Background: an optimization exercise with open tools, aiming at small area and a short achievable clock period. Do not read the settings as production practice. Power and IR drop assume default switching activity.

==> inputs of run A <==
==> flow/design.v <==
module flip_flop #(parameter W = 32) (clk, d, q);
input clk;
input [W-1:0] d;
output reg [W-1:0] q;
always @(posedge clk)
    q <= d;
endmodule
module cmp_gt #(parameter W = 23) (a, b, gt);
    input  [W-1:0] a;
    input  [W-1:0] b;
    output gt;
    localparam N = 32;   
    wire [N-1:0] ax = {{(N-W){1'b0}}, a};
    wire [N-1:0] bx = {{(N-W){1'b0}}, b};
    wire [2*N-1:0] g, e;
    assign g[N-1:0] = ax & ~bx;
    assign e[N-1:0] = ~(ax ^ bx);
    genvar k, j;
    generate
        for (k = 1; (N >> k) >= 1; k = k + 1) begin : lvl
            localparam IN  = 2*N - (2*N >> (k - 1));   
            localparam OUT = 2*N - (2*N >> k);         
            for (j = 0; j < (N >> k); j = j + 1) begin : node
                assign g[OUT+j] = g[IN+2*j+1] | (e[IN+2*j+1] & g[IN+2*j]);
                assign e[OUT+j] = e[IN+2*j+1] & e[IN+2*j];
            end
        end
    endgenerate
    assign gt = g[2*N-2];
    assign e[2*N-1] = 1'b0;
    assign g[2*N-1] = 1'b0;
endmodule
module add_pfx #(parameter W = 24) (a, b, cin, s, cout);
    input  [W-1:0] a;
    input  [W-1:0] b;
    input          cin;
    output [W-1:0] s;
    output         cout;
    localparam N = W + 1;   
    localparam L = $clog2(N);
    wire [W-1:0] p = a ^ b;
    wire [N*(L+1)-1:0] G, P;
    assign G[N-1:0] = {a & b, cin};
    assign P[N-1:0] = {p, 1'b0};
    genvar k, i;
    generate
        for (k = 0; k < L; k = k + 1) begin : lvl
            for (i = 0; i < N; i = i + 1) begin : pos
                if ((i >> k) & 1) begin : comb
                    localparam J = ((i >> k) << k) - 1;
                    assign G[(k+1)*N+i] = G[k*N+i] | (P[k*N+i] & G[k*N+J]);
                    assign P[(k+1)*N+i] = P[k*N+i] & P[k*N+J];
                end else begin : pass
                    assign G[(k+1)*N+i] = G[k*N+i];
                    assign P[(k+1)*N+i] = P[k*N+i];
                end
            end
        end
    endgenerate
    wire [N-1:0] c = G[L*N +: N];   
    assign s    = p ^ c[W-1:0];
    assign cout = c[W];
endmodule
module fpu_align_add (a, b, v, ep1, s);
    input  [31:0] a;
    input  [31:0] b;
    output [24:0] v;     
    output [7:0]  ep1;   
    output        s;     
    wire [7:0] ea = a[30:23];
    wire [7:0] eb = b[30:23];
    wire [8:0] dab = {1'b0, ea} - {1'b0, eb};
    wire [7:0] dba = eb - ea;
    wire       egt = dab[8];             
    wire       eeq = (ea == eb);
    wire       mgt;
    cmp_gt #(23) u_cmp (.a(b[22:0]), .b(a[22:0]), .gt(mgt));
    wire       swap = egt | (eeq & mgt);
    wire [7:0]  eB = swap ? eb : ea;
    wire [22:0] mB = swap ? b[22:0] : a[22:0];
    wire [22:0] mS = swap ? a[22:0] : b[22:0];
    wire [7:0]  d  = egt ? dba : dab[7:0];
    wire        big = d[7] | d[6] | d[5] | (d[4] & d[3]);
    wire [23:0] mSs = big ? 24'd0 : ({1'b1, mS} >> d[4:0]);
    wire        sub = a[31] ^ b[31];
    wire [23:0] sm;
    wire        co;
    add_pfx #(24) u_add (.a({1'b1, mB}), .b(mSs ^ {24{sub}}), .cin(sub), .s(sm), .cout(co));
    assign v   = {co & ~sub, sm};
    assign ep1 = eB + 8'd1;
    assign s   = swap ? b[31] : a[31];
endmodule
module fpu_normalise (v, ep1, s, kill, set23, r);
    input  [24:0] v;
    input  [7:0]  ep1;
    input         s;
    input         kill;    
    input         set23;   
    output [31:0] r;
    wire        z16 = ~|v[24:9];
    wire [24:0] x1  = z16 ? {v[8:0], 16'd0} : v;
    wire        z8  = ~|x1[24:17];
    wire [24:0] x2  = z8 ? {x1[16:0], 8'd0} : x1;
    wire        z4  = ~|x2[24:21];
    wire [24:0] x3  = z4 ? {x2[20:0], 4'd0} : x2;
    wire        z2  = ~|x3[24:23];
    wire [24:0] x4  = z2 ? {x3[22:0], 2'd0} : x3;
    wire        z1  = ~x4[24];
    wire [23:0] x5  = z1 ? x4[22:0] : x4[23:1];
    wire [4:0]  lz  = {z16, z8, z4, z2, z1};
    wire [7:0]  e    = ep1 - {3'b0, lz};
    wire        zero = kill | ~x4[24] & ~x4[23];
    assign r = ({s, e, x5[22:0]} & {32{~zero}}) | {8'b0, set23, 23'b0};
endmodule
module top_module(ip1,ip2,clk,rst,result);
    input [31:0]ip1;
    input [31:0]ip2;
    input clk;
    input rst;
    output reg [31:0]result;
    wire [31:0] a, b;
    reg         rst1;
    wire [24:0] v;
    wire [7:0]  ep1;
    wire        s;
    wire [31:0] r;
    flip_flop #(.W(32)) ff_a (.clk(clk), .d(ip1), .q(a));
    flip_flop #(.W(32)) ff_b (.clk(clk), .d(ip2), .q(b));
    always @(posedge clk) rst1 <= rst;
    fpu_align_add u1 (.a(a), .b(b), .v(v), .ep1(ep1), .s(s));
    reg  [24:0] v_q;
    reg  [7:0]  ep1_q;
    reg         s_q, kill_q, set_q;
    always @(posedge clk) begin
        v_q    <= v;
        ep1_q  <= ep1;
        s_q    <= s;
        kill_q <= rst | rst1;
        set_q  <= rst1 & ~rst;
    end
    fpu_normalise u2 (.v(v_q), .ep1(ep1_q), .s(s_q), .kill(kill_q), .set23(set_q), .r(r));
    always @(posedge clk) result <= r;
endmodule
==> flow/flow/run.sh <==
#!/bin/bash
# Standard flow, with timing repair aimed at a 18.0 ns setup margin and
# plain buffers (instead of delay buffers) on the ports.
set -euo pipefail
bash standard.sh SETUP_SLACK_MARGIN=18.0 "BUFFER_PORTS_ARGS=-buffer_cell sky130_fd_sc_hd__buf_2" finish > standard.log 2>&1
==> flow/standard.sh <==
#!/bin/bash
# synth_recipe.tcl (not shown) runs the flow's synth.tcl, then flattens the netlist and writes it again
# the make line also repeats each setting of config.mk as NAME=value (left out here)
make -C /OpenROAD-flow-scripts/flow DESIGN_CONFIG=/design/flow/config.mk WORK_HOME=/design/flow/orfs CLKGATE_MAP_FILE= SYNTH_SCRIPT=/design/flow/synth_recipe.tcl "${@:-finish}"
==> flow/config.mk <==
export PLATFORM = sky130hd
export DESIGN_NAME = top_module
export DESIGN_NICKNAME = top_module
export VERILOG_FILES = /design/flow/design.v
export SDC_FILE = /design/flow/constraint.sdc
export NUM_CORES = 4
export LEC_CHECK = 0
export ABC_AREA = 1
export CAP_MARGIN = 20
export CORE_MARGIN = 2
export CORE_UTILIZATION = 40
export CTS_BUF_LIST = sky130_fd_sc_hd__clkbuf_8
export SLEW_MARGIN = 20
==> flow/constraint.sdc <==
create_clock -name core_clock -period 24.0 [get_ports {clk}]
set_input_delay 4.8000 -clock core_clock [delete_from_list [all_inputs] [get_ports {clk}]]
set_output_delay 4.8000 -clock core_clock [all_outputs]
set_load 0.01 [all_outputs]
==> run Y (differences from run A) <==
==> flow/design.v, changed modules only <==
module fpu_align_add (a, b, v, ep1, s);
    input  [31:0] a;
    input  [31:0] b;
    output [24:0] v;     
    output [7:0]  ep1;   
    output        s;     
    wire [7:0] ea = a[30:23];
    wire [7:0] eb = b[30:23];
    wire [8:0] dab = {1'b0, ea} - {1'b0, eb};
    wire [7:0] dba = eb - ea;
    wire       egt = dab[8];             
    wire       eeq = (ea == eb);
    wire       mgt;
    cmp_gt #(23) u_cmp (.a(b[22:0]), .b(a[22:0]), .gt(mgt));
    wire       swap = egt | (eeq & mgt);
    wire [7:0]  eB = swap ? eb : ea;
    wire [22:0] mB = swap ? b[22:0] : a[22:0];
    wire [22:0] mS = swap ? a[22:0] : b[22:0];
    wire [7:0]  d  = egt ? dba : dab[7:0];
    wire        big = d[7] | d[6] | d[5] | (d[4] & d[3]);
    wire [23:0] mSs = big ? 24'd0 : ({1'b1, mS} >> d[4:0]);
    wire        sub = a[31] ^ b[31];
    wire [23:0] sm;
    wire        co;
    add_bk #(24) u_add (.a({1'b1, mB}), .b(mSs ^ {24{sub}}), .cin(sub), .s(sm), .cout(co));
    assign v   = {co & ~sub, sm};
    assign ep1 = eB + 8'd1;
    assign s   = swap ? b[31] : a[31];
endmodule
module add_bk #(parameter W = 24) (a, b, cin, s, cout);
    input  [W-1:0] a;
    input  [W-1:0] b;
    input          cin;
    output [W-1:0] s;
    output         cout;
    localparam N = W + 1;
    localparam L = $clog2(N);
    wire [W-1:0] p = a ^ b;
    wire [N*(2*L+1)-1:0] G, P;
    assign G[N-1:0] = {a & b, cin};
    assign P[N-1:0] = {p, 1'b0};
    genvar k, i;
    generate
        for (k = 0; k < L; k = k + 1) begin : up
            for (i = 0; i < N; i = i + 1) begin : pos
                if (((i + 1) % (1 << (k + 1))) == 0) begin : comb
                    assign G[(k+1)*N+i] = G[k*N+i] | (P[k*N+i] & G[k*N+i-(1<<k)]);
                    assign P[(k+1)*N+i] = P[k*N+i] & P[k*N+i-(1<<k)];
                end else begin : pass
                    assign G[(k+1)*N+i] = G[k*N+i];
                    assign P[(k+1)*N+i] = P[k*N+i];
                end
            end
        end
        for (k = 0; k < L; k = k + 1) begin : dn
            for (i = 0; i < N; i = i + 1) begin : pos
                localparam S = 1 << (L - k - 1);
                if (i >= 2*S && ((i + 1) % (2*S)) == S) begin : comb
                    assign G[(L+k+1)*N+i] = G[(L+k)*N+i] | (P[(L+k)*N+i] & G[(L+k)*N+i-S]);
                    assign P[(L+k+1)*N+i] = P[(L+k)*N+i] & P[(L+k)*N+i-S];
                end else begin : pass
                    assign G[(L+k+1)*N+i] = G[(L+k)*N+i];
                    assign P[(L+k+1)*N+i] = P[(L+k)*N+i];
                end
            end
        end
    endgenerate
    wire [N-1:0] c = G[2*L*N +: N];
    assign s    = p ^ c[W-1:0];
    assign cout = c[W];
endmodule
==> flow/flow/run.sh (replaced) <==
#!/bin/bash
# Standard flow with: timing repair aimed at a 18.3 ns setup margin, plain
# buffers on the ports, and a clock tree with fewer, larger clusters.
set -euo pipefail
F=$PWD/flow
bash standard.sh SETUP_SLACK_MARGIN=18.3 \
  "BUFFER_PORTS_ARGS=-inputs -buffer_cell sky130_fd_sc_hd__buf_1" POST_GLOBAL_PLACE_TCL=$F/post_gp.tcl \
  "CTS_ARGS=-sink_clustering_enable -repair_clock_nets -dont_use_dummy_load -buf_list sky130_fd_sc_hd__clkbuf_8 -sink_clustering_size 30 -sink_clustering_max_diameter 100" \
  finish > standard.log 2>&1
==> flow/flow/post_gp.tcl (new file) <==
# Output ports get buf_2 buffers (inputs got buf_1 through BUFFER_PORTS_ARGS).
buffer_ports -outputs -buffer_cell sky130_fd_sc_hd__buf_2
CORE_UTILIZATION = 70   (was 40)
CTS_BUF_LIST = default   (was sky130_fd_sc_hd__clkbuf_8)
==> summary of the runs <==
In run Y the core utilization is higher than in run A, by 32 points. Against run Y, the via count of run A is higher by 1.0%. Of run A and run Y, run A has the higher register-to-register slack (gap 40 ps). Against run A, the final cell count of run Y is smaller by 13%. In run A the power is higher than in run Y, by 3.9%. Against run A, the global-route usage of run Y is higher by 12 points. Of run Y and run A, run A has the higher synthesized cell count (gap about 5.4%, measured against run A). In sequential cell count, run A and run Y do not differ.
==> figures <==
| item | run A | run Y |
|---|---|---|
| Number of design-rule violations left by the first detailed-router iteration | 532 | 688 |
| Combinational power share | 46.9% | 51.4% |
| Simple-gate portion of the synthesized area | 27.1% | 23.9% |
| Layout clock area frac | 4.24% | 2.49% |
| Final Net Count | 1440 | 1391 |
| Power drawn by the combinational cells | 0.438 mW | 0.462 mW |
| Count of buffers added by post-CTS timing repair for setup | 0 | 2 |
| RR Endpoint | v_q[24] | v_q[22] |
| Highest cell delay on the worst timing path | 340 ps | 330 ps |
| Net switching component of the power | 0.409 mW | 0.394 mW |
| Power density over cell area | 95.6 nW/um^2 | 95.8 nW/um^2 |
| Average footprint of a synthesized cell | 7.01 um^2 | 7.26 um^2 |
| Result of the run | finished clean | finished clean |
| Adder and majority gate portion of the synthesized area | 10.8% | 13.1% |
| Data arrival, critical path | 920 ps | 910 ps |
| Standard cell area after detailed placement | 9230 um^2 | 8830 um^2 |
| Endpoint of the worst hold-timing path | set_q | result[31] |
| Aggregate routed wire length | 22100 um | 20700 um |
No functional check of the RTL was part of any run of this note.

==> static timing again, ports no longer ideal <==
No port has a modelled driver above. Below, the same layouts with a new extraction and two added sets of constraints. Step 1, drivers: a clkbuf_16 drives clk and a buf_2 each remaining input, both assumed. Step 2 moves the port delays by t, midway between the first and last clock arrival at a register: inputs arrive t later, outputs are due t later. That takes back most of the time a late clock gives input paths. a / b / c = ideal ports / drivers / drivers and shift; a / b = the first two.
run | t, ns | slack for setup (ns) | latest minus earliest clock arrival (ns) | worst register clock-pin slew, ns | worst data-port slew with drivers (ns)
run A | 0.491 | 18.276 / 18.234 / 18.605 | 0.017 / 0.017 | 0.10 / 0.10 | 0.03
run Y | 0.480 | 18.286 / 18.249 / 18.557 | 0.024 / 0.024 | 0.08 / 0.08 | 0.04
After both steps every run listed still meets setup and hold.
